Context: an optimization exercise on an open-source flow, tuned for small area. The choices shown serve that exercise and are no tape-out recipe.
Only simulation tests tie the RTL to the original design; equivalence was not proved.
No activity file was given, so power comes from the tool's default toggle rates.

File: flow/run.sh
#!/bin/bash
# Own layout flow: the standard synthesis; then its combinational logic
# is mapped again by ABC with an area-oriented script (flow/remap.abc), the
# registers kept as the standard synthesis made them; then the standard
# layout steps on that netlist. Each tool's output goes to a log file here.
set -euo pipefail
R=orfs/results/$FLOW_PLATFORM/system_top/base
YOSYS=yosys
if [[ -x $FLOW_HOME/../tools/install/yosys/bin/yosys ]]; then YOSYS=$FLOW_HOME/../tools/install/yosys/bin/yosys; fi
export REMAP_LIB=$FLOW_HOME/platforms/$FLOW_PLATFORM/lib/sky130_fd_sc_hd__tt_025C_1v80.lib

bash standard.sh synth > std_synth.log 2>&1
cp $R/1_2_yosys.v std_1_2_yosys.v
$YOSYS -c flow/remap1.tcl > remap1.log 2>&1
$YOSYS -c flow/remap2.tcl > remap2.log 2>&1
cp remapped.v $R/1_2_yosys.v
bash standard.sh > std_layout.log 2>&1
File: flow/abc.constr
set_driving_cell sky130_fd_sc_hd__buf_1
set_load 5
File: flow/remap.abc
&get -n
&st
&dc2
&dch -f
&nf -a
&put
mfs2
&get -n
&st
&dc2
&dch -f
&nf -a
&put
topo
stime -c
dnsize -c
File: flow/remap1.tcl
# Map the standard synthesis's combinational cells back to gates (registers
# stay as they are) and map them again with flow/remap.abc.
yosys read_liberty -ignore_miss_func $::env(REMAP_LIB)
yosys blackbox sky130_fd_sc_hd__dfbbn_1 sky130_fd_sc_hd__dfbbn_2 sky130_fd_sc_hd__dfbbp_1 sky130_fd_sc_hd__dfrbp_1 sky130_fd_sc_hd__dfrbp_2 sky130_fd_sc_hd__dfrtn_1 sky130_fd_sc_hd__dfrtp_1 sky130_fd_sc_hd__dfrtp_2 sky130_fd_sc_hd__dfrtp_4 sky130_fd_sc_hd__dfsbp_1 sky130_fd_sc_hd__dfsbp_2 sky130_fd_sc_hd__dfstp_1 sky130_fd_sc_hd__dfstp_2 sky130_fd_sc_hd__dfstp_4 sky130_fd_sc_hd__dfxbp_1 sky130_fd_sc_hd__dfxbp_2 sky130_fd_sc_hd__dfxtp_1 sky130_fd_sc_hd__dfxtp_2 sky130_fd_sc_hd__dfxtp_4 sky130_fd_sc_hd__dlclkp_1 sky130_fd_sc_hd__dlclkp_2 sky130_fd_sc_hd__dlclkp_4 sky130_fd_sc_hd__dlrbn_1 sky130_fd_sc_hd__dlrbn_2 sky130_fd_sc_hd__dlrbp_1 sky130_fd_sc_hd__dlrbp_2 sky130_fd_sc_hd__dlrtn_1 sky130_fd_sc_hd__dlrtn_2 sky130_fd_sc_hd__dlrtn_4 sky130_fd_sc_hd__dlrtp_1 sky130_fd_sc_hd__dlrtp_2 sky130_fd_sc_hd__dlrtp_4 sky130_fd_sc_hd__dlxbn_1 sky130_fd_sc_hd__dlxbn_2 sky130_fd_sc_hd__dlxbp_1 sky130_fd_sc_hd__dlxtn_1 sky130_fd_sc_hd__dlxtn_2 sky130_fd_sc_hd__dlxtn_4 sky130_fd_sc_hd__dlxtp_1 sky130_fd_sc_hd__edfxbp_1 sky130_fd_sc_hd__edfxtp_1 sky130_fd_sc_hd__lpflow_inputisolatch_1 sky130_fd_sc_hd__sdfbbn_1 sky130_fd_sc_hd__sdfbbn_2 sky130_fd_sc_hd__sdfbbp_1 sky130_fd_sc_hd__sdfrbp_1 sky130_fd_sc_hd__sdfrbp_2 sky130_fd_sc_hd__sdfrtn_1 sky130_fd_sc_hd__sdfrtp_1 sky130_fd_sc_hd__sdfrtp_2 sky130_fd_sc_hd__sdfrtp_4 sky130_fd_sc_hd__sdfsbp_1 sky130_fd_sc_hd__sdfsbp_2 sky130_fd_sc_hd__sdfstp_1 sky130_fd_sc_hd__sdfstp_2 sky130_fd_sc_hd__sdfstp_4 sky130_fd_sc_hd__sdfxbp_1 sky130_fd_sc_hd__sdfxbp_2 sky130_fd_sc_hd__sdfxtp_1 sky130_fd_sc_hd__sdfxtp_2 sky130_fd_sc_hd__sdfxtp_4 sky130_fd_sc_hd__sdlclkp_1 sky130_fd_sc_hd__sdlclkp_2 sky130_fd_sc_hd__sdlclkp_4 sky130_fd_sc_hd__sedfxbp_1 sky130_fd_sc_hd__sedfxbp_2 sky130_fd_sc_hd__sedfxtp_1 sky130_fd_sc_hd__sedfxtp_2 sky130_fd_sc_hd__sedfxtp_4
yosys read_verilog std_1_2_yosys.v
yosys hierarchy -top $::env(FLOW_TOP)
yosys flatten
yosys delete {t:$scopeinfo}
yosys opt_clean -purge
yosys abc -script flow/remap.abc -liberty $::env(REMAP_LIB) -dont_use sky130_fd_sc_hd__probe_p_8 -dont_use sky130_fd_sc_hd__probec_p_8 -dont_use sky130_fd_sc_hd__lpflow_bleeder_1 -dont_use sky130_fd_sc_hd__lpflow_clkbufkapwr_1 -dont_use sky130_fd_sc_hd__lpflow_clkbufkapwr_16 -dont_use sky130_fd_sc_hd__lpflow_clkbufkapwr_2 -dont_use sky130_fd_sc_hd__lpflow_clkbufkapwr_4 -dont_use sky130_fd_sc_hd__lpflow_clkbufkapwr_8 -dont_use sky130_fd_sc_hd__lpflow_clkinvkapwr_1 -dont_use sky130_fd_sc_hd__lpflow_clkinvkapwr_16 -dont_use sky130_fd_sc_hd__lpflow_clkinvkapwr_2 -dont_use sky130_fd_sc_hd__lpflow_clkinvkapwr_4 -dont_use sky130_fd_sc_hd__lpflow_clkinvkapwr_8 -dont_use sky130_fd_sc_hd__lpflow_decapkapwr_12 -dont_use sky130_fd_sc_hd__lpflow_decapkapwr_3 -dont_use sky130_fd_sc_hd__lpflow_decapkapwr_4 -dont_use sky130_fd_sc_hd__lpflow_decapkapwr_6 -dont_use sky130_fd_sc_hd__lpflow_decapkapwr_8 -dont_use sky130_fd_sc_hd__lpflow_inputiso0n_1 -dont_use sky130_fd_sc_hd__lpflow_inputiso0p_1 -dont_use sky130_fd_sc_hd__lpflow_inputiso1n_1 -dont_use sky130_fd_sc_hd__lpflow_inputiso1p_1 -dont_use sky130_fd_sc_hd__lpflow_inputisolatch_1 -dont_use sky130_fd_sc_hd__lpflow_isobufsrc_1 -dont_use sky130_fd_sc_hd__lpflow_isobufsrc_16 -dont_use sky130_fd_sc_hd__lpflow_isobufsrc_2 -dont_use sky130_fd_sc_hd__lpflow_isobufsrc_4 -dont_use sky130_fd_sc_hd__lpflow_isobufsrc_8 -dont_use sky130_fd_sc_hd__lpflow_isobufsrckapwr_16 -dont_use sky130_fd_sc_hd__lpflow_lsbuf_lh_hl_isowell_tap_1 -dont_use sky130_fd_sc_hd__lpflow_lsbuf_lh_hl_isowell_tap_2 -dont_use sky130_fd_sc_hd__lpflow_lsbuf_lh_hl_isowell_tap_4 -dont_use sky130_fd_sc_hd__lpflow_lsbuf_lh_isowell_4 -dont_use sky130_fd_sc_hd__lpflow_lsbuf_lh_isowell_tap_1 -dont_use sky130_fd_sc_hd__lpflow_lsbuf_lh_isowell_tap_2 -dont_use sky130_fd_sc_hd__lpflow_lsbuf_lh_isowell_tap_4 -dont_use sky130_fd_sc_hd__fill_1 -dont_use sky130_fd_sc_hd__fill_2 -dont_use sky130_fd_sc_hd__fill_4 -dont_use sky130_fd_sc_hd__fill_8  -constr flow/abc.constr
yosys opt_clean -purge
yosys write_verilog -noattr -nohex -nodec remap_tmp.v
File: flow/remap2.tcl
# Tie cells and pass-through buffers as the standard synthesis adds them.
yosys read_liberty -lib $::env(REMAP_LIB)
yosys read_verilog remap_tmp.v
yosys hierarchy -top $::env(FLOW_TOP)
yosys opt_clean -purge
yosys hilomap -singleton -hicell sky130_fd_sc_hd__conb_1 HI -locell sky130_fd_sc_hd__conb_1 LO
yosys insbuf -buf sky130_fd_sc_hd__buf_4 A X
yosys check -assert -mapped
yosys tee -o remap_stat.txt stat -liberty $::env(REMAP_LIB)
yosys write_verilog -nohex -nodec remapped.v
File: standard.sh
#!/bin/bash
# synth_recipe.tcl (not shown) runs the flow's synth.tcl, then flattens the netlist and writes it again
# the make line also repeats each setting of config.mk as NAME=value (left out here)
make -C /OpenROAD-flow-scripts/flow DESIGN_CONFIG=/design/flow/config.mk WORK_HOME=/design/flow/orfs CLKGATE_MAP_FILE= SYNTH_SCRIPT=/design/flow/synth_recipe.tcl "${@:-finish}"
File: config.mk
export PLATFORM = sky130hd
export DESIGN_NAME = system_top
export DESIGN_NICKNAME = system_top
export VERILOG_FILES = /design/flow/design.v
export SDC_FILE = /design/flow/constraint.sdc
export NUM_CORES = 4
export LEC_CHECK = 0
export CAP_MARGIN = 20
export CORE_MARGIN = 2
export CORE_UTILIZATION = 65
export CTS_CLUSTER_DIAMETER = 100
export CTS_CLUSTER_SIZE = 28
export SLEW_MARGIN = 20
File: constraint.sdc
create_clock -name core_clock -period 8.0 [get_ports {clk}]
set_input_delay 1.6000 -clock core_clock [delete_from_list [all_inputs] [get_ports {clk}]]
set_output_delay 1.6000 -clock core_clock [all_outputs]
set_load 0.01 [all_outputs]
File: design.v
module fifo_sync #(
    parameter W = 8
)(
    input  wire         clk,
    input  wire         rst,
    input  wire         wr_en,
    input  wire [W-1:0] din,
    input  wire         rd_en,
    input  wire [3:0]   ridx,
    output wire [W-1:0] q,
    output reg  [4:0]   count
);
    reg [16*W-1:0] mem;
    wire wr_ok = wr_en && !count[4];
    always @(posedge clk) begin
        if (wr_ok) mem <= {mem[15*W-1:0], din};
    end
    always @(posedge clk) begin
        if (rst)                  count <= 5'd0;
        else if (wr_ok && !rd_en) count <= count + 5'd1;
        else if (!wr_ok && rd_en) count <= count - 5'd1;
    end
    assign q = mem[ridx*W +: W];
endmodule
module uart_rx (
    input  wire       clk,
    input  wire       rst,
    input  wire       rx,
    input  wire       tick,
    output reg        valid,
    output reg  [4:0] sym
);
    localparam IDLE = 2'b00, START = 2'b01, DATA = 2'b10, STOP = 2'b11;
    reg [1:0] state, next_state;
    reg [3:0] sample_cnt;
    reg [2:0] bit_cnt;
    reg [7:0] shift_reg;
    reg [1:0] rx_sync;
    always @(posedge clk) begin
        if (rst) rx_sync <= 2'b11;
        else     rx_sync <= {rx_sync[0], rx};
    end
    wire rx_s = rx_sync[1];
    always @(*) begin
        next_state = state;
        case (state)
            IDLE:  if (!rx_s) next_state = START;
            START: if (tick && sample_cnt == 4'd7 && rx_s) next_state = IDLE;
                   else if (tick && sample_cnt == 4'd15)   next_state = DATA;
            DATA:  if (tick && sample_cnt == 4'd15 && bit_cnt == 3'd7) next_state = STOP;
            STOP:  if (tick && sample_cnt == 4'd15) next_state = IDLE;
        endcase
    end
    always @(posedge clk) begin
        if (rst) begin
            state      <= IDLE;
            sample_cnt <= 4'd0;
            bit_cnt    <= 3'd0;
            valid      <= 1'b0;
        end else begin
            state <= next_state;
            valid <= 1'b0;
            if (tick) begin
                case (state)
                    IDLE:  sample_cnt <= 4'd0;
                    START: sample_cnt <= sample_cnt + 4'd1;
                    DATA: begin
                        if (sample_cnt == 4'd7) shift_reg <= {rx_s, shift_reg[7:1]};
                        if (sample_cnt == 4'd15) bit_cnt <= bit_cnt + 3'd1;
                        sample_cnt <= sample_cnt + 4'd1;
                    end
                    STOP: begin
                        if (sample_cnt == 4'd15) valid <= 1'b1;
                        sample_cnt <= sample_cnt + 4'd1;
                    end
                endcase
            end
        end
    end
    wire [7:0] u = (shift_reg >= 8'h61 && shift_reg <= 8'h7A) ? shift_reg - 8'h20 : shift_reg;
    always @(*) begin
        case (u)
            8'h0A, 8'h0D: sym = 5'd10;
            "P": sym = 5'd0;
            "A": sym = 5'd1;
            "R": sym = 5'd2;
            "S": sym = 5'd3;
            "T": sym = 5'd4;
            "E": sym = 5'd5;
            "D": sym = 5'd6;
            "G": sym = 5'd7;
            "I": sym = 5'd9;
            "M": sym = 5'd13;
            "N": sym = 5'd14;
            default:
                if (u <= 8'h20)      sym = 5'd8;
                else if (u <= 8'h30) sym = 5'd11;
                else                 sym = {1'b1, u[3:0]};
        endcase
    end
endmodule
module protocol_handler (
    input  wire         clk,
    input  wire         rst,
    output wire         rx_rd,
    input  wire         rx_empty,
    input  wire [4:0]   rx_sym,       
    output wire         tx_wr,
    input  wire         tx_full,
    output reg  [7:0]   tx_data,
    input  wire         card_OK,
    input  wire [31:0]  UID,
    input  wire [4:0]   busy,
    output wire [4:0]   go,           
    output wire [19:0]  turns,
    input  wire [4:0]   input_ir,
    output reg          led1
);
    localparam [2:0] IDLE = 3'd0, FETCH = 3'd1, WAIT_RX = 3'd2, PROCESS = 3'd3,
                     RESPOND = 3'd4, TRANSMIT = 3'd5, WAIT_TX = 3'd6, RFID_SEND = 3'd7;
    localparam [2:0] W_NONE = 3'd0, W_START = 3'd1, W_END = 3'd2, W_PING = 3'd3,
                     W_MED = 3'd4, W_T = 3'd5;
    localparam [2:0] M_NONE = 3'd0, M_DONE = 3'd1, M_STK = 3'd2, M_PONG = 3'd3,
                     M_DISP = 3'd4, M_ERR = 3'd5, M_PID = 3'd6;
    localparam LOCKOUT   = 200_000;
    localparam BLINK_BIT = 11;
    reg [2:0]  state, next_state;
    reg        eol;
    reg [3:0]  idx;         
    reg [2:0]  kind;        
    reg [31:0] data;        
    reg        system_authorized;
    reg        session_captured;
    reg        disp_active_prev;
    reg [4:0]  dispenser_start;
    localparam [17:0] LK_LOAD = 18'h00001, LK_TERM = 18'h3324b;
    reg [17:0] lockout;
    wire       lockout_done = (lockout == LK_TERM);
    reg [10:0] blink_lo;
    reg        blink_hi;
    wire dispensing_active = |busy;
    wire done_evt = disp_active_prev && !dispensing_active;
    wire       s_h   = rx_sym[4];
    wire [3:0] s_x   = rx_sym[3:0];
    wire       s_eol = (rx_sym == 5'd10);
    wire       s_prt = !(rx_sym == 5'd10 || rx_sym == 5'd8);
    wire       s_gt  = s_h || !(s_x == 4'd8 || s_x == 4'd10 || s_x == 4'd11 || s_x == 4'd12 || s_x == 4'd15);
    wire [3:0] s_nib = (rx_sym == 5'd6) ? 4'd4 : s_x;
    reg [3:0] s_turns;
    always @(*) begin
        case (s_nib)
            4'd1: s_turns = 4'b1000;  4'd2: s_turns = 4'b1100;  4'd3: s_turns = 4'b1110;
            4'd4: s_turns = 4'b1111;  4'd5: s_turns = 4'b0111;  4'd6: s_turns = 4'b1011;
            4'd7: s_turns = 4'b0101;  4'd8: s_turns = 4'b1010;  4'd9: s_turns = 4'b1101;
            4'd10: s_turns = 4'b0110; 4'd11: s_turns = 4'b0011; 4'd12: s_turns = 4'b1001;
            4'd13: s_turns = 4'b0100; 4'd14: s_turns = 4'b0010; 4'd15: s_turns = 4'b0001;
            default: s_turns = 4'b0000;
        endcase
    end
    wire c_P = rx_sym == 5'd0, c_A = rx_sym == 5'd1, c_R = rx_sym == 5'd2, c_S = rx_sym == 5'd3,
         c_T = rx_sym == 5'd4, c_E = rx_sym == 5'd5, c_D = rx_sym == 5'd6, c_G = rx_sym == 5'd7,
         c_I = rx_sym == 5'd9, c_M = rx_sym == 5'd13, c_N = rx_sym == 5'd14;
    reg [3:0] tx_len;
    always @(*) begin
        case (kind)
            M_DONE, M_PONG: tx_len = 4'd5;
            M_STK:          tx_len = 4'd10;
            M_DISP:         tx_len = 4'd14;
            M_ERR:          tx_len = 4'd4;
            M_PID:          tx_len = 4'd9;
            default:        tx_len = 4'd0;
        endcase
    end
    always @(*) begin
        tx_data = 8'h0A;
        case (kind)
            M_DONE: case (idx)
                4'd0: tx_data = "D"; 4'd1: tx_data = "O"; 4'd2: tx_data = "N"; 4'd3: tx_data = "E";
                default: ;
            endcase
            M_STK: case (idx)
                4'd0: tx_data = "S"; 4'd1: tx_data = "T"; 4'd2: tx_data = "K"; 4'd3: tx_data = ":";
                4'd4: tx_data = {7'h18, data[4]};
                4'd5: tx_data = {7'h18, data[3]};
                4'd6: tx_data = {7'h18, data[2]};
                4'd7: tx_data = {7'h18, data[1]};
                4'd8: tx_data = {7'h18, data[0]};
                default: ;
            endcase
            M_PONG: case (idx)
                4'd0: tx_data = "P"; 4'd1: tx_data = "O"; 4'd2: tx_data = "N"; 4'd3: tx_data = "G";
                default: ;
            endcase
            M_DISP: case (idx)
                4'd0: tx_data = "D"; 4'd1: tx_data = "I"; 4'd2: tx_data = "S"; 4'd3: tx_data = "P";
                4'd4: tx_data = "E"; 4'd5: tx_data = "N"; 4'd6: tx_data = "S"; 4'd7: tx_data = "I";
                4'd8: tx_data = "N"; 4'd9: tx_data = "G"; 4'd10: tx_data = "."; 4'd11: tx_data = ".";
                4'd12: tx_data = ".";
                default: ;
            endcase
            M_ERR: case (idx)
                4'd0: tx_data = "E"; 4'd1: tx_data = "R"; 4'd2: tx_data = "R";
                default: ;
            endcase
            M_PID: case (idx)
                4'd0: tx_data = "P"; 4'd1: tx_data = "I"; 4'd2: tx_data = "D"; 4'd3: tx_data = ":";
                4'd4: tx_data = data[31:24];
                4'd5: tx_data = data[23:16];
                4'd6: tx_data = data[15:8];
                4'd7: tx_data = data[7:0];
                default: ;
            endcase
            default: ;
        endcase
    end
    assign rx_rd = (state == FETCH);
    assign tx_wr = (state == WAIT_TX);
    always @(*) begin
        next_state = state;
        if (card_OK && system_authorized && !session_captured && lockout_done && state == IDLE)
            next_state = RFID_SEND;
        else if (done_evt && state == IDLE)
            next_state = RESPOND;
        else begin
            case (state)
                IDLE:      if (!rx_empty) next_state = FETCH;
                FETCH:     next_state = WAIT_RX;
                WAIT_RX:   next_state = PROCESS;
                PROCESS: begin
                    if (!eol || idx == 4'd0)            next_state = IDLE;
                    else if (idx == 4'd1 && kind == W_T) next_state = RFID_SEND;
                    else                                next_state = RESPOND;
                end
                RESPOND:   next_state = (tx_len != 4'd0) ? TRANSMIT : IDLE;
                RFID_SEND: next_state = TRANSMIT;
                TRANSMIT: begin
                    if (idx < tx_len) begin
                        if (!tx_full) next_state = WAIT_TX;
                    end else
                        next_state = IDLE;
                end
                WAIT_TX:   next_state = TRANSMIT;
            endcase
        end
    end
    wire med_ok = (next_state == RESPOND) && !disp_active_prev && !dispensing_active &&
                  system_authorized && idx == 4'd14 && kind == W_MED;
    genvar g;
    generate
        for (g = 0; g < 5; g = g + 1) begin : cnts
            assign turns[4*g+3:4*g] = data[5*g+3:5*g];
            assign go[g] = med_ok && data[5*g+4] && !dispenser_start[g] && (data[5*g+3:5*g] != 4'd0);
        end
    endgenerate
    always @(posedge clk) begin
        if (rst) begin
            state             <= IDLE;
            disp_active_prev  <= 1'b0;
            idx               <= 4'd0;
            system_authorized <= 1'b0;
            session_captured  <= 1'b0;
            led1              <= 1'b0;
            lockout           <= LK_TERM;
            blink_lo          <= 11'd0;
            blink_hi          <= 1'b0;
            dispenser_start   <= 5'b00000;
        end else begin
            state            <= next_state;
            disp_active_prev <= dispensing_active;
            if (!system_authorized) begin
                led1     <= 1'b0;
                blink_lo <= 11'd0;
                blink_hi <= 1'b0;
            end else begin
                blink_lo <= {blink_lo[9:0], blink_lo[10] ^ blink_lo[8] ^ (blink_lo[9:0] == 10'd0)};
                if (blink_lo == 11'h400) blink_hi <= !blink_hi;
                led1     <= session_captured ? 1'b1 : blink_hi;
            end
            if (!lockout_done) lockout <= {lockout[16:0], lockout[17] ^ lockout[10]};
            case (next_state)
                PROCESS: begin
                    eol <= s_eol;
                    if (s_prt) begin
                        if (idx != 4'd15) idx <= idx + 4'd1;
                        case (idx)
                            4'd0: kind <= c_S ? W_START : c_E ? W_END : c_P ? W_PING :
                                          c_M ? W_MED : c_T ? W_T : W_NONE;
                            4'd1: if ((kind == W_START && !c_T) || (kind == W_END && !c_N) ||
                                      (kind == W_PING && !c_I) || (kind == W_MED && !c_E)) kind <= W_NONE;
                            4'd2: if ((kind == W_START && !c_A) || (kind == W_END && !c_D) ||
                                      (kind == W_PING && !c_N) || (kind == W_MED && !c_D)) kind <= W_NONE;
                            4'd3: if ((kind == W_START && !c_R) || (kind == W_PING && !c_G)) kind <= W_NONE;
                            4'd4: if (kind == W_START && !c_T) kind <= W_NONE;
                            4'd5:  data[4:0]   <= {s_gt, s_turns};
                            4'd7:  data[9:5]   <= {s_gt, s_turns};
                            4'd9:  data[14:10] <= {s_gt, s_turns};
                            4'd11: data[19:15] <= {s_gt, s_turns};
                            4'd13: data[24:20] <= {s_gt, s_turns};
                            default: ;
                        endcase
                    end
                end
                RESPOND: begin
                    idx             <= 4'd0;
                    dispenser_start <= 5'b00000;
                    kind            <= M_NONE;
                    if (done_evt)
                        kind <= M_DONE;
                    else if (idx == 4'd5 && kind == W_START) begin
                        system_authorized <= 1'b1;
                        session_captured  <= 1'b0;
                    end
                    else if (idx == 4'd3 && kind == W_END) begin
                        system_authorized <= 1'b0;
                        session_captured  <= 1'b0;
                        data[4:0]         <= input_ir;
                        kind              <= M_STK;
                    end
                    else if (system_authorized) begin
                        if (idx == 4'd4 && kind == W_PING)
                            kind <= M_PONG;
                        else if (idx == 4'd14 && kind == W_MED && !dispensing_active) begin
                            dispenser_start <= {data[24], data[19], data[14], data[9], data[4]};
                            kind            <= M_DISP;
                        end
                        else
                            kind <= M_ERR;
                    end
                end
                RFID_SEND: begin
                    session_captured <= 1'b1;
                    data             <= UID;
                    kind             <= M_PID;
                    idx              <= 4'd0;
                    lockout          <= LK_LOAD;
                end
                TRANSMIT: begin
                    if (state == WAIT_TX) idx <= idx + 4'd1;
                end
                IDLE: begin
                    if (state == TRANSMIT) idx <= 4'd0;
                end
                default: ;
            endcase
        end
    end
endmodule
module uart_controller (
    input  wire         clk,
    input  wire         rst,
    input  wire         rx,
    output wire         tx,
    output wire         led1,
    input  wire         tick,
    input  wire [31:0]  UID,
    input  wire         card_OK,
    input  wire [4:0]   ir_status,
    input  wire [4:0]   busy,
    output wire [4:0]   go,
    output wire [19:0]  turns
);
    wire       rx_valid;
    wire [4:0] rx_sym_in;
    wire [4:0] rx_sym;
    wire [4:0] rx_count;
    wire       rx_rd;
    uart_rx u_rx (
        .clk(clk), .rst(rst), .rx(rx), .tick(tick),
        .valid(rx_valid), .sym(rx_sym_in)
    );
    fifo_sync #(.W(5)) rx_fifo (
        .clk(clk), .rst(rst), .wr_en(rx_valid), .din(rx_sym_in),
        .rd_en(rx_rd), .ridx(rx_count[3:0]), .q(rx_sym), .count(rx_count)
    );
    wire       tx_wr;
    wire [7:0] tx_din;
    wire [4:0] tx_count;
    protocol_handler handler (
        .clk(clk), .rst(rst),
        .rx_rd(rx_rd), .rx_empty(rx_count == 5'd0), .rx_sym(rx_sym),
        .tx_wr(tx_wr), .tx_full(tx_count[4]), .tx_data(tx_din),
        .card_OK(card_OK), .UID(UID),
        .busy(busy), .go(go), .turns(turns),
        .input_ir(ir_status), .led1(led1)
    );
    reg  [9:0] p;
    reg  [7:0] tx_byte;
    wire [7:0] tx_q;
    wire [3:0] k = p[9:6];
    fifo_sync #(.W(8)) tx_fifo (
        .clk(clk), .rst(rst), .wr_en(tx_wr), .din(tx_din),
        .rd_en(p == 10'd62), .ridx(tx_count[3:0]), .q(tx_q), .count(tx_count)
    );
    always @(posedge clk) begin
        if (rst)               p <= 10'd0;
        else if (p == 10'd0)   begin if (tx_count != 5'd0) p <= 10'd62; end
        else if (p == 10'd704) p <= 10'd0;
        else                   p <= p + 10'd1;
    end
    always @(posedge clk) begin
        if (p == 10'd63) tx_byte <= tx_q;
    end
    assign tx = (k == 4'd1) ? 1'b0 :
                (k >= 4'd2 && k <= 4'd9) ? tx_byte[k - 4'd2] : 1'b1;
endmodule
module rc522 (
    input  wire        clk,
    input  wire        rst,
    input  wire        miso,
    output wire        sclk,
    output reg         mosi,
    output wire        cs_n,
    output wire        nrst_pd,
    output reg  [31:0] UID,
    output wire        card_OK,
    output wire [1:0]  tick_ph
);
    localparam [7:0] CommandReg    = 8'h01 << 1,
                     ComIrqReg     = 8'h04 << 1,
                     FIFODataReg   = 8'h09 << 1,
                     FIFOLevelReg  = 8'h0A << 1,
                     BitFramingReg = 8'h0D << 1,
                     ModeReg       = 8'h11 << 1,
                     TxModeReg     = 8'h12 << 1,
                     RxModeReg     = 8'h13 << 1,
                     TxControlReg  = 8'h14 << 1,
                     TxASKReg      = 8'h15 << 1,
                     ModWidthReg   = 8'h24 << 1,
                     TModeReg      = 8'h2A << 1,
                     TPrescalerReg = 8'h2B << 1,
                     TReloadRegH   = 8'h2C << 1,
                     TReloadRegL   = 8'h2D << 1;
    localparam [7:0] PCD_Idle = 8'h00, PCD_Transceive = 8'h0C;
    localparam [7:0] PICC_CMD_REQA = 8'h26, PICC_CMD_SEL_CL1 = 8'h93;
    localparam [7:0] RD = 8'h80;
    reg [9:0]  cnt;         
    reg [8:0]  step;        
    reg [2:0]  cnt_2;
    reg        ok;          
    reg        xfer;        
    reg [15:0] sr;          
    reg [1:0]  miso_sync;
    assign tick_ph = cnt[1:0];
    assign nrst_pd = (step != 9'd2);
    assign card_OK = (step == 9'd97) && ok;
    wire stp = &cnt;
    reg        w;
    reg [15:0] d;
    always @(*) begin
        w = 1'b1;
        d = 16'h0000;
        case (step)
            9'd50: d = {TxModeReg,     8'h00};
            9'd51: d = {RxModeReg,     8'h00};
            9'd52: d = {ModWidthReg,   8'h26};
            9'd53: d = {TModeReg,      8'h80};
            9'd54: d = {TPrescalerReg, 8'hA9};
            9'd55: d = {TReloadRegH,   8'h03};
            9'd56: d = {TReloadRegL,   8'hE8};
            9'd57: d = {TxASKReg,      8'h40};
            9'd58: d = {ModeReg,       8'h3D};
            9'd59: d = {TxControlReg | RD, 8'h00};
            9'd60: d = {TxControlReg,  8'h03 | sr[7:0]};
            9'd62: d = {CommandReg,    PCD_Idle};
            9'd63: d = {ComIrqReg,     8'h7F};
            9'd64: d = {FIFOLevelReg,  8'h80};
            9'd65: d = {FIFODataReg,   PICC_CMD_REQA};
            9'd66: d = {BitFramingReg, 8'h07};
            9'd67: d = {CommandReg,    PCD_Transceive};
            9'd68: d = {BitFramingReg, 8'h87};
            9'd70: d = {ComIrqReg | RD, 8'h00};
            9'd73: d = {FIFOLevelReg,  8'h80};
            9'd74: d = {FIFODataReg,   PICC_CMD_SEL_CL1};
            9'd75: d = {FIFODataReg,   8'h20};
            9'd76: d = {BitFramingReg, 8'h00};
            9'd77: d = {CommandReg,    PCD_Transceive};
            9'd78: d = {BitFramingReg, 8'h80};
            9'd83: d = {FIFOLevelReg | RD, 8'h00};
            9'd85, 9'd87, 9'd89, 9'd91, 9'd93:
                   d = {FIFODataReg | RD, 8'h00};
            default: w = 1'b0;
        endcase
    end
    assign cs_n = !(xfer && cnt >= 10'd2 && cnt <= 10'd545);
    assign sclk = xfer && cnt >= 10'd33 && cnt <= 10'd528 && (cnt[4:0] != 5'd0) && (!cnt[4] || cnt[3:0] == 4'd0);
    wire sample = xfer && cnt[4:0] == 5'd0 && cnt >= 10'd32 && cnt <= 10'd512;
    wire shift_out = xfer && ((cnt == 10'd1) || (cnt[4:0] == 5'd16 && cnt >= 10'd48 && cnt <= 10'd496));
    always @(posedge clk) miso_sync <= {miso_sync[0], miso};
    always @(posedge clk) begin
        if (stp) begin
            case (step)
                9'd84: ok <= (sr[7:0] == 8'd5);
                9'd94: ok <= ok && (sr[7:0] == (UID[31:24] ^ UID[23:16] ^ UID[15:8] ^ UID[7:0]));
                default: ;
            endcase
        end
    end
    always @(posedge clk) begin
        if (rst) begin
            cnt   <= 10'd0;
            step  <= 9'd0;
            cnt_2 <= 3'd0;
            UID   <= 32'h0;
            xfer  <= 1'b0;
            sr    <= 16'h0;
            mosi  <= 1'b0;
        end else begin
            cnt <= cnt + 10'd1;
            if (stp) begin
                xfer <= w;
                if (w) sr <= d;
                case (step)
                    9'd86: UID[31:24] <= sr[7:0];
                    9'd88: UID[23:16] <= sr[7:0];
                    9'd90: UID[15:8]  <= sr[7:0];
                    9'd92: UID[7:0]   <= sr[7:0];
                    default: ;
                endcase
                if (step == 9'd72 && !sr[5]) begin
                    if (cnt_2 == 3'd5) begin
                        cnt_2 <= 3'd0;
                        step  <= 9'd62;
                    end else begin
                        cnt_2 <= cnt_2 + 3'd1;
                        step  <= 9'd70;
                    end
                end else if (step == 9'd501)
                    step <= 9'd62;
                else
                    step <= step + 9'd1;
            end else begin
                if (sample)    sr   <= {sr[14:0], miso_sync[1]};
                if (shift_out) mosi <= sr[15];
            end
        end
    end
endmodule
module servo_fsm_unit #(parameter ACW = 0) (
    input  wire       clk,
    input  wire       rst,
    input  wire       z,           
    input  wire [2:0] r,
    input  wire [5:0] x,           
    input  wire       lt_p1,       
    input  wire       lt_p2,       
    input  wire       go,
    input  wire [3:0] turns,
    output reg        pwm_out,
    output wire       busy
);
    localparam [2:0] ST_IDLE  = 3'd0,
                     ST_IDLEB = 3'd1,    
                     ST_START = 3'd2,    
                     ST_PA1   = 3'd3,
                     ST_SW1   = 3'd4,
                     ST_PA2   = 3'd5,
                     ST_SW2   = 3'd6,
                     ST_CHK   = 3'd7;
    localparam [4:0] SWK = ACW ? 5'd16 : 5'd17;
    reg [2:0] state;
    reg [4:0] k;
    reg [3:0] rem;          
    localparam [3:0] TURN1 = 4'b1000;
    assign busy = (state != ST_IDLE) && (state != ST_START);
    wire r_ok = (state == ST_SW1) ? (ACW ? (r == 3'd3) : (r == 3'd0))
                                  : (ACW ? (r == 3'd0) : (r == 3'd1));
    wire fall = r_ok && (x == {1'b0, k});
    reg pwm_next;
    always @(*) begin
        case (state)
            ST_SW1, ST_SW2: pwm_next = z || (pwm_out && !fall);
            ST_PA2:         pwm_next = lt_p2;
            default:        pwm_next = lt_p1;
        endcase
    end
    wire k0 = (k == 5'd0);
    always @(posedge clk) begin
        if (rst) begin
            state   <= ST_IDLE;
            pwm_out <= 1'b0;
        end else begin
            pwm_out <= pwm_next;
            case (state)
                ST_IDLE, ST_IDLEB: begin
                    state <= ST_IDLE;
                    if (go) begin
                        state <= ST_START;
                        rem   <= turns;
                    end
                end
                ST_START: begin
                    k     <= 5'd9;
                    state <= ST_PA1;
                end
                ST_PA1, ST_SW1, ST_PA2, ST_SW2: begin
                    if (z) begin
                        if (k0) begin
                            state <= state + 3'd1;
                            k     <= state[0] ? SWK : 5'd9;
                        end else
                            k <= k - 5'd1;
                    end
                end
                ST_CHK: begin
                    k <= 5'd9;
                    if (rem == TURN1) state <= ST_IDLEB;
                    else begin
                        rem   <= {rem[2:0], rem[3] ^ rem[2]};
                        state <= ST_PA1;
                    end
                end
            endcase
        end
    end
endmodule
module servo_bank (
    input  wire        clk,
    input  wire        rst,
    input  wire [4:0]  go,
    input  wire [19:0] turns,
    output wire [4:0]  pwm,
    output wire [4:0]  busy
);
    reg [5:0] q;
    reg [2:0] r;
    always @(posedge clk) begin
        if (rst) begin
            q <= 6'd0;
            r <= 3'd0;
        end else if (r == 3'd4) begin
            r <= 3'd0;
            q <= (q == 6'd39) ? 6'd0 : q + 6'd1;
        end else
            r <= r + 3'd1;
    end
    wire z     = (q == 6'd0) && (r == 3'd0);
    wire lt20  = (q < 6'd4);                                    
    wire lt101 = (q < 6'd20) || (q == 6'd20 && r == 3'd0);      
    wire lt98  = (q < 6'd19) || (q == 6'd19 && r < 3'd3);       
    wire [5:0] x_cw  = r[0] ? q - 6'd3 : 6'd21 - q;
    wire [5:0] x_acw = r[0] ? q - 6'd3 : 6'd20 - q;
    genvar i;
    generate
        for (i = 0; i < 5; i = i + 1) begin : servo
            servo_fsm_unit #(.ACW(i == 0)) u (
                .clk(clk), .rst(rst), .z(z), .r(r),
                .x(i == 0 ? x_acw : x_cw),
                .lt_p1(i == 0 ? lt98 : lt20),
                .lt_p2(i == 0 ? lt20 : lt101),
                .go(go[i]), .turns(turns[4*i+3:4*i]),
                .pwm_out(pwm[i]), .busy(busy[i])
            );
        end
    endgenerate
endmodule
module system_top (
    input  wire         clk,
    input  wire         rst,
    input  wire         rx,
    output wire         tx,
    input  wire         miso,
    output wire         sclk,
    output wire         mosi,
    output wire         cs_n,
    output wire         nrst_pd,
    output wire [4:0]   pwm_servos,
    input  wire [4:0]   input_ir,
    output wire [4:0]   led_busy,
    output wire         led1, led2
);
    wire [31:0] UID;
    wire        card_OK;
    wire [1:0]  tick_ph;       
    wire [4:0]  busy_servo;
    wire [4:0]  go;
    wire [19:0] turns;
    assign led_busy = busy_servo;
    assign led2     = |busy_servo;
    rc522 rfid_inst (
        .clk(clk), .rst(rst), .miso(miso), .sclk(sclk), .mosi(mosi), .cs_n(cs_n),
        .nrst_pd(nrst_pd), .UID(UID), .card_OK(card_OK), .tick_ph(tick_ph)
    );
    uart_controller comm_inst (
        .clk(clk), .rst(rst), .rx(rx), .tx(tx), .led1(led1),
        .tick(&tick_ph), .UID(UID), .card_OK(card_OK), .ir_status(input_ir),
        .busy(busy_servo), .go(go), .turns(turns)
    );
    servo_bank servos (
        .clk(clk), .rst(rst), .go(go), .turns(turns),
        .pwm(pwm_servos), .busy(busy_servo)
    );
endmodule
==> results.tsv, run 1 <==
stage	metric	value	unit
outcome	outcome	finished clean	
finish	fillers	2443	
setup_path	crit path cell chain	nor2_1 > nor4b_1 > nand4_1 > or4b_1 > nand3_1 > nor4_1 > a311oi_1 > nor3_1	
clock_network	Post-CTS Setup Bufs	0	
clock_network	Post-CTS Hold Fix Bufs	0	
clock_network	Num CTS Buffers	21	
clock_network	CTS resizes	0	
timing	worst-margin pin slew	1066	ps
clock_network	Sink Count	494	
finish	Register Area	12950	sq um
job	maxcap violations	0	
setup_path	critical path data arrival time	5040	ps
timing	fmax	206.4	MHz
drt	DR vias/cell	6.614	
clock_network	Max H-tree Level	1	
global_route	largest net degree at the start of global routing	90	
die	Die W	188.5	um
clock_network	CTS tree	built	
global_route	GRT busiest layer	met2	
finish	commonest cells after routing, fill and taps aside	306 x edfxtp_1, 273 x nand2_1, 224 x nor2_1	
drt	via count	17157	
clock_network	Clock transition at path regs	110	ps
power	clock group share of total power	23.9	%
power	switching power total	1.577	mW
drt	Total Wirelength	53810	um
die	core area	33530	sq um
global_route	met1 Use GR	42.95	%
clock_network	CTS max path bufs	3	
finish	Biggest register	comm_inst.tx_fifo.mem	
timing	setup TNS	0	ps
power	Comb pwr share	21.1	%
global_route	vias in the first global route	16175	
setup_path	Worst path max stage delay	1000	ps
timing	Layout Skew	17.72	ps
global_route	GRT Util Overall	29.72	%
setup_path	required time worst endpoint	8200	ps
power	sequential power share	54.9	%
timing	RSZ-0062 raised after global routing	no	
power	Leak	7.711	nW
timing	fin crit period	4844	ps
global_route	first-pass GRT wire length	85920	um
yosys	Mean Syn Cell Area	10.66	sq um
die	placement row count	67	
finish	Largest regs	comm_inst.tx_fifo.mem (128), comm_inst.rx_fifo.mem (80)	
finish	non-filler cells, final	2594	
setup_path	WS Path Type	flip-flop to flip-flop	
finish	Multi-input gate area	9017	sq um
timing	Final Setup Violations	0	
yosys	Netlist Area Pre-Place	22110	sq um
drt	DR pass1 iterations	7	
global_route	initial antenna violation count	0	
yosys	cells after synthesis	2075	
drt	antenna-violating nets left	0	
timing	Fin Hold WS	350.7	ps
placement	DP HPWL	37470	um
timing	relative slew slack	28.31	%
power	pwr dens	225.2	nW/um^2
global_route	GR Layer Usage met3	3.315	%
power	Switching Share	29.65	%
finish	max reg flops	128	
yosys	syn nets	2084	
drt	DR iter-0 viols	1915	
finish	share of post-route cells with drive strength above 1	2.470	%
timing	Fin. Hold Viols	0	
die	Die Area	35510	sq um
min_path	Hold Path Class	flip-flop to flip-flop	
die	die extent in y	188.5	um
finish	NumNets Final	2140	
finish	Layout area overhead	6.795	%
placement	Port Buf Inserts	25	
clock_network	Worst-Skew Late Latency	560	ps
die	Starting Density	65.95	%
setup_path	Critical-path top delay cell	nor4_1	
timing	Tcrit/Tclk final	60.55	%
setup_path	worst-path fanout max	20	
timing	Slew Viols, Final	0	
global_route	GRT overflow	0	
yosys	YS warnings	9	
placement	Inst Count DP	2556	
setup_path	crit path launch type	flip-flop	
power	worst ir drop on vdd	0.1917	mV
drt	routed len/inst	20.74	um
drt	# DRC	0	
placement	Placer Congestion	0.9673	
setup_path	Worst setup EP type	flip-flop	
power	Internal Power	3.742	mW
global_route	GRT met2 Usage	47.27	%
finish	ANT cells	0	
die	I/O pins	26	
finish	commonest non-fill, non-tap cell in the layout	edfxtp_1	
clock_network	cell chosen for the clock root	clkbuf_16	
==> stage by stage <==
step | util [%] | worst slack (ps) | power, mW | cell area, sq um
after floorplan | - | 501.7 | 3.731 | 22120
after global placement | 68.61 | 3625 | 4.032 | 23010
after detailed placement | 68.61 | 3371 | 4.062 | 23010
after CTS | 70.43 | 3335 | 5.306 | 23620
after global routing | 70.43 | 2920 | 5.528 | 23620
final | 70.43 | 3156 | 5.319 | 23620
==> worst max-delay path: cells and delay by family, from the launching register on <==
family,cells,cell delay [ps]
flops,1,500
simple gates,7,3710
compound gates,1,280
==> final timing paths <==
check	startpoint	endpoint	slack [ps]	cells past startpoint
min	rfid_inst.miso_sync[0]$_DFF_P_	rfid_inst.miso_sync[1]$_DFF_P_	350	0
max reg2reg	rfid_inst.step[2]$_SDFFE_PP0P_	servos.servo[3].u.rem[3]$_DFFE_PP_	3160	8
max	rfid_inst.step[2]$_SDFFE_PP0P_	servos.servo[3].u.rem[3]$_DFFE_PP_	3160	8
min reg2reg	rfid_inst.miso_sync[0]$_DFF_P_	rfid_inst.miso_sync[1]$_DFF_P_	350	0
==> metal layers <==
metal / wire length [um] / up-vias
met5: 0 / -
li1: - / 8010
met2: 24780 / 746
met3: 3533 / 126
met1: 23630 / 8275
met4: 1861 / 0
==> layout make-up <==
type | instances | area share [%]
Sequential cell | 494 | 54.84
Multi-Input combinational cell | 1541 | 38.18
Clock buffer | 35 | 2.490
Tap cell | 448 | 2.374
Timing Repair Buffer | 38 | 1.462
Inverter | 35 | 0.5563
Clock inverter | 3 | 0.09007
==> power by group through the flow <==
stage	sequential, mW	clock (mW)	combinational [mW]
final	2.92	1.27	1.12
after global routing	2.94	1.38	1.22
after CTS	2.92	1.29	1.10
after detailed placement	2.98	0	1.09
after global placement	2.97	0	1.06
after floorplan	2.94	0	0.795
==> inputs of run 2 (changes only) <==
==> flow/remap.abc (replaced) <==
&get -n
&st
&deepsyn -T 60
&dch -f
&nf -a
&put
mfs2
&get -n
&st
&dc2
&dch -f
&nf -a
&put
mfs2
&get -n
&st
&dch -f
&nf -a
&put
topo
stime -c
dnsize -c
==> run 2 against run 1 <==
Clock power about the same. First-iteration DRC count barely moved. Clock skew down 1.1 ps. Combinational power is 18% higher. Setup slack better by 50 ps. Critical path type unchanged. Highest routed layer unchanged.
==> results.tsv, run 2 <==
stage	metric	value	unit
outcome	outcome	finished clean	
yosys	YS warnings	9	
drt	DR vias/cell	6.613	
drt	routed len/inst	20.66	um
setup_path	R2R Path Start	rfid_inst.step[3]$_SDFFE_PP0P_	
drt	DR iter-0 viols	1914	
placement	Port Buf Inserts	25	
global_route	initial antenna violation count	0	
finish	non-filler cells, final	2439	
drt	DR pass1 iterations	8	
global_route	first-pass GRT wire length	79600	um
finish	max reg flops	128	
drt	Total Wirelength	50400	um
global_route	GRT overflow	0	
finish	share of post-route cells with drive strength above 1	2.253	%
timing	Layout Skew	16.65	ps
clock_network	cell chosen for the clock root	clkbuf_16	
clock_network	CTS resizes	0	
timing	setup TNS	0	ps
global_route	largest net degree at the start of global routing	81	
die	die extent in y	185.3	um
setup_path	R2R cell count	11	
drt	via count	16130	
finish	Core Util, Final	70.55	%
setup_path	worst-path fanout max	19	
die	Die W	185.3	um
placement	DP HPWL	34900	um
drt	antenna-violating nets left	0	
die	Starting Density	65.86	%
clock_network	Max H-tree Level	1	
setup_path	crit path launch type	flip-flop	
clock_network	Sink Count	494	
clock_network	CTS tree	built	
power	sequential power share	52.9	%
timing	Slew Viols, Final	0	
die	placement row count	66	
setup_path	required time worst endpoint	8460	ps
global_route	vias in the first global route	14776	
power	switching power total	1.729	mW
setup_path	WS Path Type	flip-flop to flip-flop	
clock_network	CTS max path bufs	3	
yosys	Mean Syn Cell Area	11.10	sq um
power	pwr dens	241.7	nW/um^2
die	core area	32450	sq um
finish	commonest cells after routing, fill and taps aside	306 x edfxtp_1, 188 x dfxtp_1, 186 x nor2_1	
power	Design Power	5.533	mW
clock_network	Clock transition at path regs	110	ps
clock_network	Post-CTS Setup Bufs	0	
finish	Biggest register	comm_inst.tx_fifo.mem	
clock_network	Worst-Skew Late Latency	560	ps
timing	worst-margin pin slew	1108	ps
finish	ANT cells	0	
setup_path	critical path data arrival time	5260	ps
die	Die Area	34350	sq um
drt	# DRC	0	
die	I/O pins	26	
timing	Fin. Hold Viols	0	
setup_path	Worst setup EP type	flip-flop	
timing	RSZ-0062 raised after global routing	no	
timing	fin crit period	4794	ps
power	Comb pwr share	23.8	%
yosys	syn nets	1934	
clock_network	Num CTS Buffers	21	
yosys	Netlist Area Pre-Place	21370	sq um
timing	fmax	208.6	MHz
placement	Placer Congestion	0.9949	
finish	Largest regs	comm_inst.tx_fifo.mem (128), comm_inst.rx_fifo.mem (80)	
setup_path	Worst R2R Setup Slack	3210	ps
finish	NumNets Final	1992	
min_path	Hold Path Class	flip-flop to flip-flop	
power	Switching Share	31.25	%
yosys	cells after synthesis	1925	
job	maxcap violations	0	
timing	Fin Hold WS	350.6	ps
finish	Layout area overhead	7.124	%
clock_network	Post-CTS Hold Fix Bufs	0	
timing	Tcrit/Tclk final	59.92	%
power	Internal Power	3.804	mW
global_route	GRT Util Overall	28.95	%
power	worst ir drop on vdd	0.1958	mV
power	clock group share of total power	23.2	%
power	Leak	7.623	nW
placement	Inst Count DP	2402	
finish	commonest non-fill, non-tap cell in the layout	edfxtp_1	
setup_path	crit path from	rfid_inst.step[3]$_SDFFE_PP0P_	
timing	Final Setup Violations	0	
timing	relative slew slack	24.19	%
[run 2: area by class of cell]
cell class                      instances  area [sq um]
Sequential cell                       494         12950
Inverter                               34         127.6
Clock inverter                          2         17.52
Tap cell                              442         553.0
Timing Repair Buffer                   40         360.3
Fill cell                            2405          9558
Clock buffer                           35         599.3
Multi-Input combinational cell       1392          8285
[run 2: worst min-delay path by stage]
stage,start,endpoint,cells after the start
global route,rfid_inst.miso_sync[0]$_DFF_P_,rfid_inst.miso_sync[1]$_DFF_P_,0
finish,rfid_inst.miso_sync[0]$_DFF_P_,rfid_inst.miso_sync[1]$_DFF_P_,0
detailed placement,rfid_inst.miso_sync[0]$_DFF_P_,rfid_inst.miso_sync[1]$_DFF_P_,0
floorplan,rfid_inst.miso_sync[0]$_DFF_P_,rfid_inst.miso_sync[1]$_DFF_P_,0
CTS,rfid_inst.miso_sync[0]$_DFF_P_,rfid_inst.miso_sync[1]$_DFF_P_,0
global placement,rfid_inst.miso_sync[0]$_DFF_P_,rfid_inst.miso_sync[1]$_DFF_P_,0
[run 2: layer usage]
metal	global-route usage (%)	up-vias	share of wire (%)
met4	7.968	0	2.7
met3	3.048	102	7.2
met2	46.37	704	47
met1	42.25	7791	44
li1	-	7533	-
met5	0	-	0
[run 2: critical path, stage by stage (launching register included)]
cell       delay [ps]
dfxtp_1           740
clkinv_1          360
a2111oi_0        1000
o2111ai_1         480
nand2_1           280
nor3_1            100
o211ai_1          160
a32oi_1           150
o32ai_1           720
and2_0            350
o21ai_0           170
a21o_1            190
[run 2: power by group through the flow]
stage | clock network [mW] | registers (mW) | logic, mW
floorplan | 0 | 2.95 | 0.899
global placement | 0 | 2.98 | 1.26
detailed placement | 0 | 2.98 | 1.27
CTS | 1.30 | 2.93 | 1.28
global route | 1.38 | 2.94 | 1.44
finish | 1.29 | 2.93 | 1.32
[run 2: stage by stage]
| step | area, sq um | setup slack [ps] |
|---|---|---|
| final | 22900 | 3206 |
| after global routing | 22900 | 2937 |
| after CTS | 22890 | 3381 |
| after detailed placement | 22270 | 3409 |
| after global placement | 22270 | 3654 |
| after floorplan | 21380 | 1083 |
==> inputs of run 3 (changes only) <==
--- a/flow/remap.abc
+++ b/flow/remap.abc
@@ -8,5 +8,5 @@
 &get -n
 &st
-&dc2
+&deepsyn -T 60
 &dch -f
 &nf -a
--- a/config.mk
+++ b/config.mk
@@ -8,5 +8,5 @@
 export CAP_MARGIN = 20
 export CORE_MARGIN = 2
-export CORE_UTILIZATION = 65
+export CORE_UTILIZATION = 82
 export CTS_CLUSTER_DIAMETER = 100
 export CTS_CLUSTER_SIZE = 28
==> run 3 against run 2 <==
Utilization grew 18 points. Final area shrank 0.55%. Still clean. Total power shrank 0.18%. Clock-buffer cell count grew 1. Clock power is essentially flat. Critical path type unchanged.
==> results.tsv, run 3 <==
stage	metric	value	unit
outcome	outcome	finished clean	
timing	Tcrit/Tclk final	53.35	%
global_route	GRT overflow	0	
die	I/O pins	26	
finish	share of post-route cells with drive strength above 1	2.324	%
timing	Final Setup Violations	0	
setup_path	worst-path fanout max	13	
yosys	Netlist Area Pre-Place	21370	sq um
clock_network	cell chosen for the clock root	clkbuf_16	
clock_network	Post-CTS Setup Bufs	0	
clock_network	Num CTS Buffers	21	
clock_network	CTS max path bufs	3	
drt	DR iter-0 viols	3174	
placement	Placer Congestion	1.036	
yosys	Mean Syn Cell Area	10.97	sq um
drt	DR vias/cell	7.513	
placement	DP HPWL	38170	um
drt	via count	17707	
die	die extent in y	165.4	um
power	Internal Power	3.787	mW
timing	worst-margin pin slew	1014	ps
drt	Total Wirelength	56910	um
finish	Layout area overhead	6.558	%
setup_path	crit path launch type	flip-flop	
power	Switching Share	31.43	%
power	clock group share of total power	23.4	%
finish	commonest non-fill, non-tap cell in the layout	edfxtp_1	
die	Starting Density	82.70	%
global_route	first-pass GRT wire length	86830	um
setup_path	required time worst endpoint	8490	ps
clock_network	CTS resizes	0	
finish	ANT cells	0	
global_route	largest net degree at the start of global routing	93	
finish	NumNets Final	2016	
finish	final design area excluding fillers	22770	sq um
setup_path	critical path data arrival time	4750	ps
finish	fillers	1239	
clock_network	CTS tree	built	
drt	antenna-violating nets left	0	
global_route	vias in the first global route	16429	
finish	Largest regs	comm_inst.tx_fifo.mem (128), comm_inst.rx_fifo.mem (80)	
die	Die W	165.4	um
placement	Port Buf Inserts	25	
finish	commonest cells after routing, fill and taps aside	306 x edfxtp_1, 205 x nand2_1, 191 x nor2_1	
power	worst ir drop on vdd	0.2522	mV
timing	Fin Hold WS	349.0	ps
timing	RSZ-0062 raised after global routing	no	
global_route	GRT Util Overall	40.69	%
global_route	initial antenna violation count	0	
clock_network	Post-CTS Hold Fix Bufs	0	
drt	DR pass1 iterations	10	
yosys	cells after synthesis	1947	
power	sequential power share	52.8	%
timing	fmax	234.3	MHz
timing	relative slew slack	31.80	%
yosys	YS warnings	9	
finish	max reg flops	128	
timing	Fin. Hold Viols	0	
timing	Layout Skew	28.26	ps
timing	setup TNS	0	ps
min_path	Hold Path Class	flip-flop to flip-flop	
die	placement row count	59	
die	Die Area	27370	sq um
finish	Biggest register	comm_inst.tx_fifo.mem	
die	core area	25840	sq um
finish	Core Util, Final	88.13	%
clock_network	Max H-tree Level	1	
job	maxcap violations	0	
clock_network	Clock transition at path regs	110	ps
clock_network	Worst-Skew Late Latency	570	ps
drt	routed len/inst	24.14	um
power	Design Power	5.523	mW
placement	placed cell area	22160	sq um
power	switching power total	1.736	mW
yosys	syn nets	1956	
power	Comb pwr share	23.8	%
power	Leak	7.737	nW
timing	Slew Viols, Final	0	
setup_path	WS Path Type	flip-flop to flip-flop	
timing	fin crit period	4268	ps
power	pwr dens	242.6	nW/um^2
clock_network	Sink Count	494	
drt	# DRC	0	
setup_path	Worst setup EP type	flip-flop	
==> run 3: cell types whose count changed in the layout (fill, tap and decap cells not counted), moves of 6 or more <==
| cell | delta |
|---|---|
| a21oi_1 | +27 |
| a211oi_1 | -6 |
| xor2_1 | -10 |
| nor4_1 | -7 |
| o211ai_1 | +8 |
| nand2_1 | +27 |
| o221ai_1 | -7 |
| a22o_1 | -8 |
==> run 3: critical path, cell delays in order, from the launching register on <==
cell and delay, ps:
dfxtp_1 630, nand2_1 290, o22ai_1 230, nor2_1 80, nor4_1 870, nand2_1 160, o21ai_0 320, a211oi_1 170
and2_0 200, a21oi_1 390, clkinv_1 300, a32o_1 340, a211oi_1 220
==> run 3: path summary, 6_finish.rpt <==
path,start,to,slack (ps),cells past startpoint
setup / recovery,comm_inst.rx_fifo.count[2]$_SDFFE_PP0P_,flip-flop,3730,12
hold / removal,rfid_inst.miso_sync[0]$_DFF_P_,rfid_inst.miso_sync[1]$_DFF_P_,350,0
setup reg to reg,comm_inst.rx_fifo.count[2]$_SDFFE_PP0P_,flip-flop,3730,12
hold reg to reg,rfid_inst.miso_sync[0]$_DFF_P_,rfid_inst.miso_sync[1]$_DFF_P_,350,0
==> run 3: cell type report <==
| type | count | area, sq um | area share (%) |
|---|---|---|---|
| inverters | 34 | 127.6 | 0.5605 |
| flip-flops and latches | 494 | 12950 | 56.89 |
| repair buffers | 42 | 379.1 | 1.665 |
| multi-input cells | 1414 | 8282 | 36.37 |
| well taps | 335 | 419.2 | 1.841 |
| clock inverters | 2 | 17.52 | 0.07693 |
| clock buffers | 36 | 591.8 | 2.599 |
==> run 3: per-stage QoR <==
step,instances,setup WS (ps)
after floorplan,1947,1180
after global placement,2319,3695
after detailed placement,2319,3559
after CTS,2357,3816
after global routing,2357,3474
final,2357,3732
==> run 3: power groups by stage <==
| stage | sequential [mW] | clock (mW) | combinational [mW] |
|---|---|---|---|
| after floorplan | 2.93 | 0 | 0.858 |
| after global placement | 2.96 | 0 | 1.18 |
| after detailed placement | 2.96 | 0 | 1.23 |
| after CTS | 2.91 | 1.27 | 1.25 |
| after global routing | 2.92 | 1.34 | 1.38 |
| final | 2.91 | 1.29 | 1.32 |
==> run 3: layer usage <==
layer / share of wire [%] / GRT usage [%] / up-vias / wire length (um)
met5: 0 / 0 / - / 0
met4: 5.7 / 19.24 / 0 / 3268
met3: 12 / 7.293 / 334 / 6609
met2: 48 / 68.09 / 1515 / 27190
met1: 35 / 52.06 / 8264 / 19850
li1: - / - / 7594 / -
==> inputs of run 4 (changes only) <==
--- a/config.mk
+++ b/config.mk
@@ -8,6 +8,6 @@
 export CAP_MARGIN = 20
 export CORE_MARGIN = 2
-export CORE_UTILIZATION = 82
+export CORE_UTILIZATION = 75
 export CTS_CLUSTER_DIAMETER = 100
-export CTS_CLUSTER_SIZE = 28
+export CTS_CLUSTER_SIZE = 30
 export SLEW_MARGIN = 20
==> run 4 against run 3 <==
Largest cell class unchanged. Register-to-register slack got worse by 140 ps. Non-clock buffer count decreased by 2. Final area about the same. Clock power decreased by 4%. Setup slack got worse by 140 ps.
==> results.tsv, run 4 <==
stage	metric	value	unit
finish	share of post-route cells with drive strength above 1	2.180	%
placement	Placer Congestion	1.055	
drt	DR iter-0 viols	2816	
global_route	GRT Util Overall	34.19	%
timing	relative slew slack	31.02	%
power	pwr dens	239.1	nW/um^2
setup_path	WS Path Type	flip-flop to flip-flop	
timing	fmax	226.7	MHz
clock_network	Clock transition at path regs	110	ps
drt	# DRC	0	
timing	fin crit period	4412	ps
drt	DR pass1 iterations	10	
yosys	Mean Syn Cell Area	10.97	sq um
die	Starting Density	76.49	%
finish	Layout area overhead	6.652	%
placement	DP HPWL	35980	um
die	placement row count	61	
clock_network	Post-CTS Setup Bufs	0	
outcome	outcome	finished clean	
min_path	worst hold path depth	0	
die	Die W	172.8	um
finish	non-filler cells, final	2396	
clock_network	Sink Count	494	
finish	NumNets Final	2013	
drt	top routing layer in use	met4	
finish	commonest cells after routing, fill and taps aside	306 x edfxtp_1, 205 x nand2_1, 191 x nor2_1	
job	maxcap violations	0	
yosys	cells after synthesis	1947	
yosys	YS warnings	9	
timing	Tcrit/Tclk final	55.15	%
die	I/O pins	26	
drt	DR vias/cell	7.058	
clock_network	Worst-Skew Late Latency	570	ps
power	worst ir drop on vdd	0.2207	mV
setup_path	R2R Path Start	rfid_inst.step[0]$_SDFFE_PP0P_	
placement	dpl ws	3422	ps
die	Die Area	29860	sq um
setup_path	critical path data arrival time	4600	ps
drt	met1 WL	20750	um
timing	setup TNS	0	ps
timing	PnR worst setup slack	3588	ps
finish	Biggest register	comm_inst.tx_fifo.mem	
timing	Fin. Hold Viols	0	
min_path	Hold Path Class	flip-flop to flip-flop	
global_route	GRT overflow	0	
drt	via count	16912	
setup_path	crit path launch type	flip-flop	
drt	antenna-violating nets left	0	
clock_network	cell chosen for the clock root	clkbuf_16	
setup_path	Worst setup EP type	flip-flop	
global_route	first-pass GRT wire length	83490	um
clock_network	Num CTS Buffers	20	
clock_network	CTS max path bufs	3	
setup_path	worst-path fanout max	20	
clock_network	CTS tree	built	
die	die extent in y	172.8	um
timing	Slew Viols, Final	0	
die	core area	27930	sq um
drt	routed len/inst	21.89	um
setup_path	required time worst endpoint	8190	ps
placement	Inst Count DP	2360	
yosys	Netlist Area Pre-Place	21370	sq um
clock_network	CTS resizes	0	
finish	fillers	1688	
drt	met3 WL post-DR	4973	um
global_route	vias in the first global route	15674	
placement	Port Buf Inserts	25	
finish	ANT cells	0	
power	Leak	7.714	nW
finish	Largest regs	comm_inst.tx_fifo.mem (128), comm_inst.rx_fifo.mem (80)	
global_route	initial antenna violation count	0	
finish	max reg flops	128	
setup_path	Crit Reg-Reg Endpoint	servos.servo[1].u.rem[3]$_DFFE_PP_	
clock_network	Post-CTS Hold Fix Bufs	0	
setup_path	Worst R2R Setup Slack	3590	ps
clock_network	Max H-tree Level	1	
global_route	largest net degree at the start of global routing	84	
power	Design Power	5.448	mW
timing	worst-margin pin slew	1035	ps
min_path	hold wc startpoint	rfid_inst.miso_sync[0]$_DFF_P_	
setup_path	R2R cell count	10	
timing	Layout Skew	27.41	ps
drt	WL met2	25140	um
timing	Fin Hold WS	338.0	ps
finish	commonest non-fill, non-tap cell in the layout	edfxtp_1	
timing	RSZ-0062 raised after global routing	no	
drt	Total Wirelength	52460	um
yosys	syn nets	1956	
setup_path	CP endpoint	servos.servo[1].u.rem[3]$_DFFE_PP_	
setup_path	crit path from	rfid_inst.step[0]$_SDFFE_PP0P_	
timing	Final Setup Violations	0	
## run 4: stage by stage
stage / utilization, % / area [sq um]
final: 81.58 / 22790
after global routing: 81.58 / 22790
after CTS: 81.54 / 22780
after detailed placement: 79.45 / 22190
after global placement: 79.45 / 22190
after floorplan: - / 21370
## run 4: worst min-delay path by stage
stage                                           endpoint  slack (ps)
after floorplan           rfid_inst.miso_sync[1]$_DFF_P_         310
after global placement    rfid_inst.miso_sync[1]$_DFF_P_         310
after detailed placement  rfid_inst.miso_sync[1]$_DFF_P_         320
after CTS                 rfid_inst.miso_sync[1]$_DFF_P_         340
after global routing      rfid_inst.miso_sync[1]$_DFF_P_         350
final                     rfid_inst.miso_sync[1]$_DFF_P_         340
## run 4: routing by layer
| layer | vias up | global-route usage (%) |
|---|---|---|
| met1 | 8077 | 48.13 |
| li1 | 7594 | - |
| met2 | 1099 | 56.63 |
| met4 | 0 | 10.95 |
| met3 | 142 | 3.848 |
| met5 | - | 0 |
## run 4: where the power goes
part	switching, mW	internal (mW)	total, mW
logic	0.835	0.458	1.29
registers	0.0993	2.81	2.91
clock network	0.755	0.490	1.24
## run 4: final cells by class
type	instances	area [sq um]	share of cell area, %
clock buffer	34	553.0	2.427
tap	378	473.0	2.075
multi-input combinational	1414	8290	36.38
sequential	494	12950	56.84
timing repair buffer	40	360.3	1.581
clock inverter	2	32.53	0.1427
inverter	34	127.6	0.5600
## run 4: critical path: stages (launching register included)
cell and delay (ps):
dfxtp_1 680, clkinv_1 370, o21ai_0 340, o22a_1 230, or3b_1 270, nand4_1 200
o32ai_2 240, buf_4 280, and4_1 390, nand2_1 140, o41ai_1 890
==> inputs of run 5 (changes only) <==
--- a/flow/run.sh
+++ b/flow/run.sh
@@ -15,3 +15,5 @@
 $YOSYS -c flow/remap2.tcl > remap2.log 2>&1
 cp remapped.v $R/1_2_yosys.v
-bash standard.sh > std_layout.log 2>&1
+# The port buffers are the smallest buffer rather than the one buffer_ports
+# picks by default.
+bash standard.sh "BUFFER_PORTS_ARGS=-buffer_cell sky130_fd_sc_hd__buf_1" finish > std_layout.log 2>&1
--- a/config.mk
+++ b/config.mk
@@ -8,6 +8,6 @@
 export CAP_MARGIN = 20
 export CORE_MARGIN = 2
-export CORE_UTILIZATION = 75
+export CORE_UTILIZATION = 65
 export CTS_CLUSTER_DIAMETER = 100
-export CTS_CLUSTER_SIZE = 30
+export CTS_CLUSTER_SIZE = 28
 export SLEW_MARGIN = 20
==> run 5 against run 4 <==
Still clean. Synthesized area unchanged. First-iteration DRC count fell by 31%. Sequential share of layout area up 0.11 points. Sequential power about the same. Setup slack better by 82 ps. Sequential cell count did not move. Wire length is 5.5% lower. Critical path depth unchanged. Combinational power barely moved.
==> results.tsv, run 5 <==
stage	metric	value	unit
outcome	outcome	finished clean	
timing	Layout Skew	20.95	ps
finish	Largest regs	comm_inst.tx_fifo.mem (128), comm_inst.rx_fifo.mem (80)	
clock_network	Max H-tree Level	1	
placement	DP HPWL	34820	um
timing	RSZ-0062 raised after global routing	no	
setup_path	crit path from	rfid_inst.step[0]$_SDFFE_PP0P_	
drt	DR pass1 iterations	6	
die	placement row count	66	
timing	Fin Hold WS	358.1	ps
clock_network	Num CTS Buffers	21	
min_path	hold wc startpoint	rfid_inst.miso_sync[0]$_DFF_P_	
timing	relative slew slack	32.01	%
timing	worst-margin pin slew	1018	ps
job	maxcap violations	0	
timing	Fin. Hold Viols	0	
clock_network	CTS max path bufs	3	
yosys	YS warnings	9	
min_path	Hold Path Class	flip-flop to flip-flop	
placement	Placer Congestion	0.9685	
timing	fmax	230.9	MHz
yosys	Netlist Area Pre-Place	21370	sq um
finish	share of post-route cells with drive strength above 1	2.275	%
setup_path	R2R Path Start	rfid_inst.step[0]$_SDFFE_PP0P_	
die	die extent in y	185.3	um
global_route	GRT overflow	0	
finish	Biggest register	comm_inst.tx_fifo.mem	
finish	fillers	2395	
timing	setup TNS	0	ps
finish	commonest cells after routing, fill and taps aside	306 x edfxtp_1, 205 x nand2_1, 191 x nor2_1	
power	pwr dens	239.2	nW/um^2
setup_path	Worst setup EP type	flip-flop	
finish	NumNets Final	2016	
global_route	largest net degree at the start of global routing	84	
die	Starting Density	65.84	%
finish	max reg flops	128	
power	worst ir drop on vdd	0.2220	mV
finish	Core Util, Final	70.09	%
setup_path	required time worst endpoint	8180	ps
global_route	vias in the first global route	14972	
clock_network	cell chosen for the clock root	clkbuf_16	
global_route	GRT Util Overall	28.51	%
finish	final design area excluding fillers	22750	sq um
setup_path	critical path data arrival time	4510	ps
drt	routed len/inst	20.12	um
yosys	syn nets	1956	
clock_network	Worst-Skew Late Latency	560	ps
die	I/O pins	26	
setup_path	crit path launch type	flip-flop	
global_route	first-pass GRT wire length	78430	um
clock_network	Sink Count	494	
die	Die Area	34340	sq um
finish	commonest non-fill, non-tap cell in the layout	edfxtp_1	
global_route	initial antenna violation count	0	
clock_network	CTS resizes	0	
die	core area	32450	sq um
timing	fin crit period	4330	ps
yosys	Mean Syn Cell Area	10.97	sq um
yosys	cells after synthesis	1947	
placement	Port Buf Inserts	25	
finish	Layout area overhead	6.447	%
drt	antenna-violating nets left	0	
clock_network	Clock transition at path regs	110	ps
placement	placed cell area	22140	sq um
drt	DR iter-0 viols	1933	
timing	Slew Viols, Final	0	
clock_network	Post-CTS Setup Bufs	0	
drt	via count	16162	
clock_network	CTS tree	built	
drt	Total Wirelength	49580	um
clock_network	Post-CTS Hold Fix Bufs	0	
power	Leak	7.671	nW
setup_path	worst-path fanout max	20	
drt	# DRC	0	
finish	ANT cells	0	
timing	Final Setup Violations	0	
timing	Tcrit/Tclk final	54.13	%
drt	DR vias/cell	6.559	
setup_path	WS Path Type	flip-flop to flip-flop	
die	Die W	185.3	um
run 5: path summary, 6_finish.rpt:
path                                   endpoint  slack (ps)  cells after the start
max          servos.servo[1].u.rem[2]$_DFFE_PP_        3670                     10
min              rfid_inst.miso_sync[1]$_DFF_P_         360                      0
max reg2reg  servos.servo[1].u.rem[2]$_DFFE_PP_        3670                     10
min reg2reg      rfid_inst.miso_sync[1]$_DFF_P_         360                      0
run 5: report_power, final:
| group | switching (mW) | internal [mW] |
|---|---|---|
| Sequential | 0.0973 | 2.81 |
| Combinational | 0.822 | 0.454 |
| Clock | 0.746 | 0.509 |
| Total | 1.67 | 3.77 |
run 5: layout make-up:
class                      count  area, sq um  share of cell area (%)
clock buffer                  36        581.8                   2.558
clock inverter                 2        20.02                 0.08801
inverter                      34        127.6                  0.5611
multi-input combinational   1414         8285                   36.43
sequential                   494        12950                   56.94
tap                          442        553.0                   2.431
timing repair buffer          42        225.2                  0.9902
run 5: routing by layer:
| metal | global-route usage (%) | vias up | share of wire [%] |
|---|---|---|---|
| li1 | - | 7602 | - |
| met1 | 40.81 | 7738 | 43 |
| met2 | 46.39 | 726 | 46 |
| met3 | 3.460 | 96 | 7.6 |
| met4 | 7.556 | 0 | 2.5 |
| met5 | 0 | - | 0 |
run 5: stage by stage:
stage | setup slack [ps] | total power [mW] | cells
2_1_floorplan | 1180 | 3.788 | 1947
3_3_place_gp | 3605 | 4.178 | 2426
6_report | 3670 | 5.440 | 2464
3_5_place_dp | 3477 | 4.190 | 2426
5_1_grt | 3323 | 5.664 | 2464
4_1_cts | 3683 | 5.428 | 2464
run 5: critical path, cell delays in order, from the launching register on:
cell and delay (ps):
dfxtp_1 670, clkinv_1 380, o21ai_0 350, o22a_1 220, or3b_1 270, nand4_1 200, o32ai_2 270, buf_4 290
and4_1 350, nand2_1 120, o41ai_1 850

[separate check: timing with driven ports]
How much do the figures lean on ideal ports? The routed layouts below were timed once more, with nothing changed but the port constraints.
Step 1 assumes that a clkbuf_16 drives the clock port and a buf_2 every other input.
Step 2 times the ports against the registers' clock, not the clock port: input delays grow and output delays shrink by t, the midpoint of the rising clock arrivals with the driver on.
Slacks: ideal ports / drivers / drivers and shift; pairs: ideal ports / drivers.
| run | t (ns) | slack for setup (ns) | latest minus earliest clock arrival (ns) | worst data-port slew with drivers (ns) | pins driven straight from the clock port |
|---|---|---|---|---|---|
| run 1 | 0.607 | 3.156 / 3.156 / 3.156 | 0.021 / 0.021 | 0.06 | 1 |
| run 2 | 0.605 | 3.206 / 3.206 / 3.206 | 0.017 / 0.017 | 0.06 | 1 |
| run 3 | 0.606 | 3.732 / 3.732 / 3.537 | 0.030 / 0.030 | 0.05 | 1 |
| run 4 | 0.611 | 3.588 / 3.588 / 3.368 | 0.032 / 0.031 | 0.06 | 1 |
| run 5 | 0.601 | 3.670 / 3.670 / 3.477 | 0.022 / 0.022 | 0.05 | 1 |
After both steps setup and hold are still met in every run listed. For run 4, which loses most, drivers alone change the setup slack by 0.000 ns; drivers and shift together by -0.220 ns.
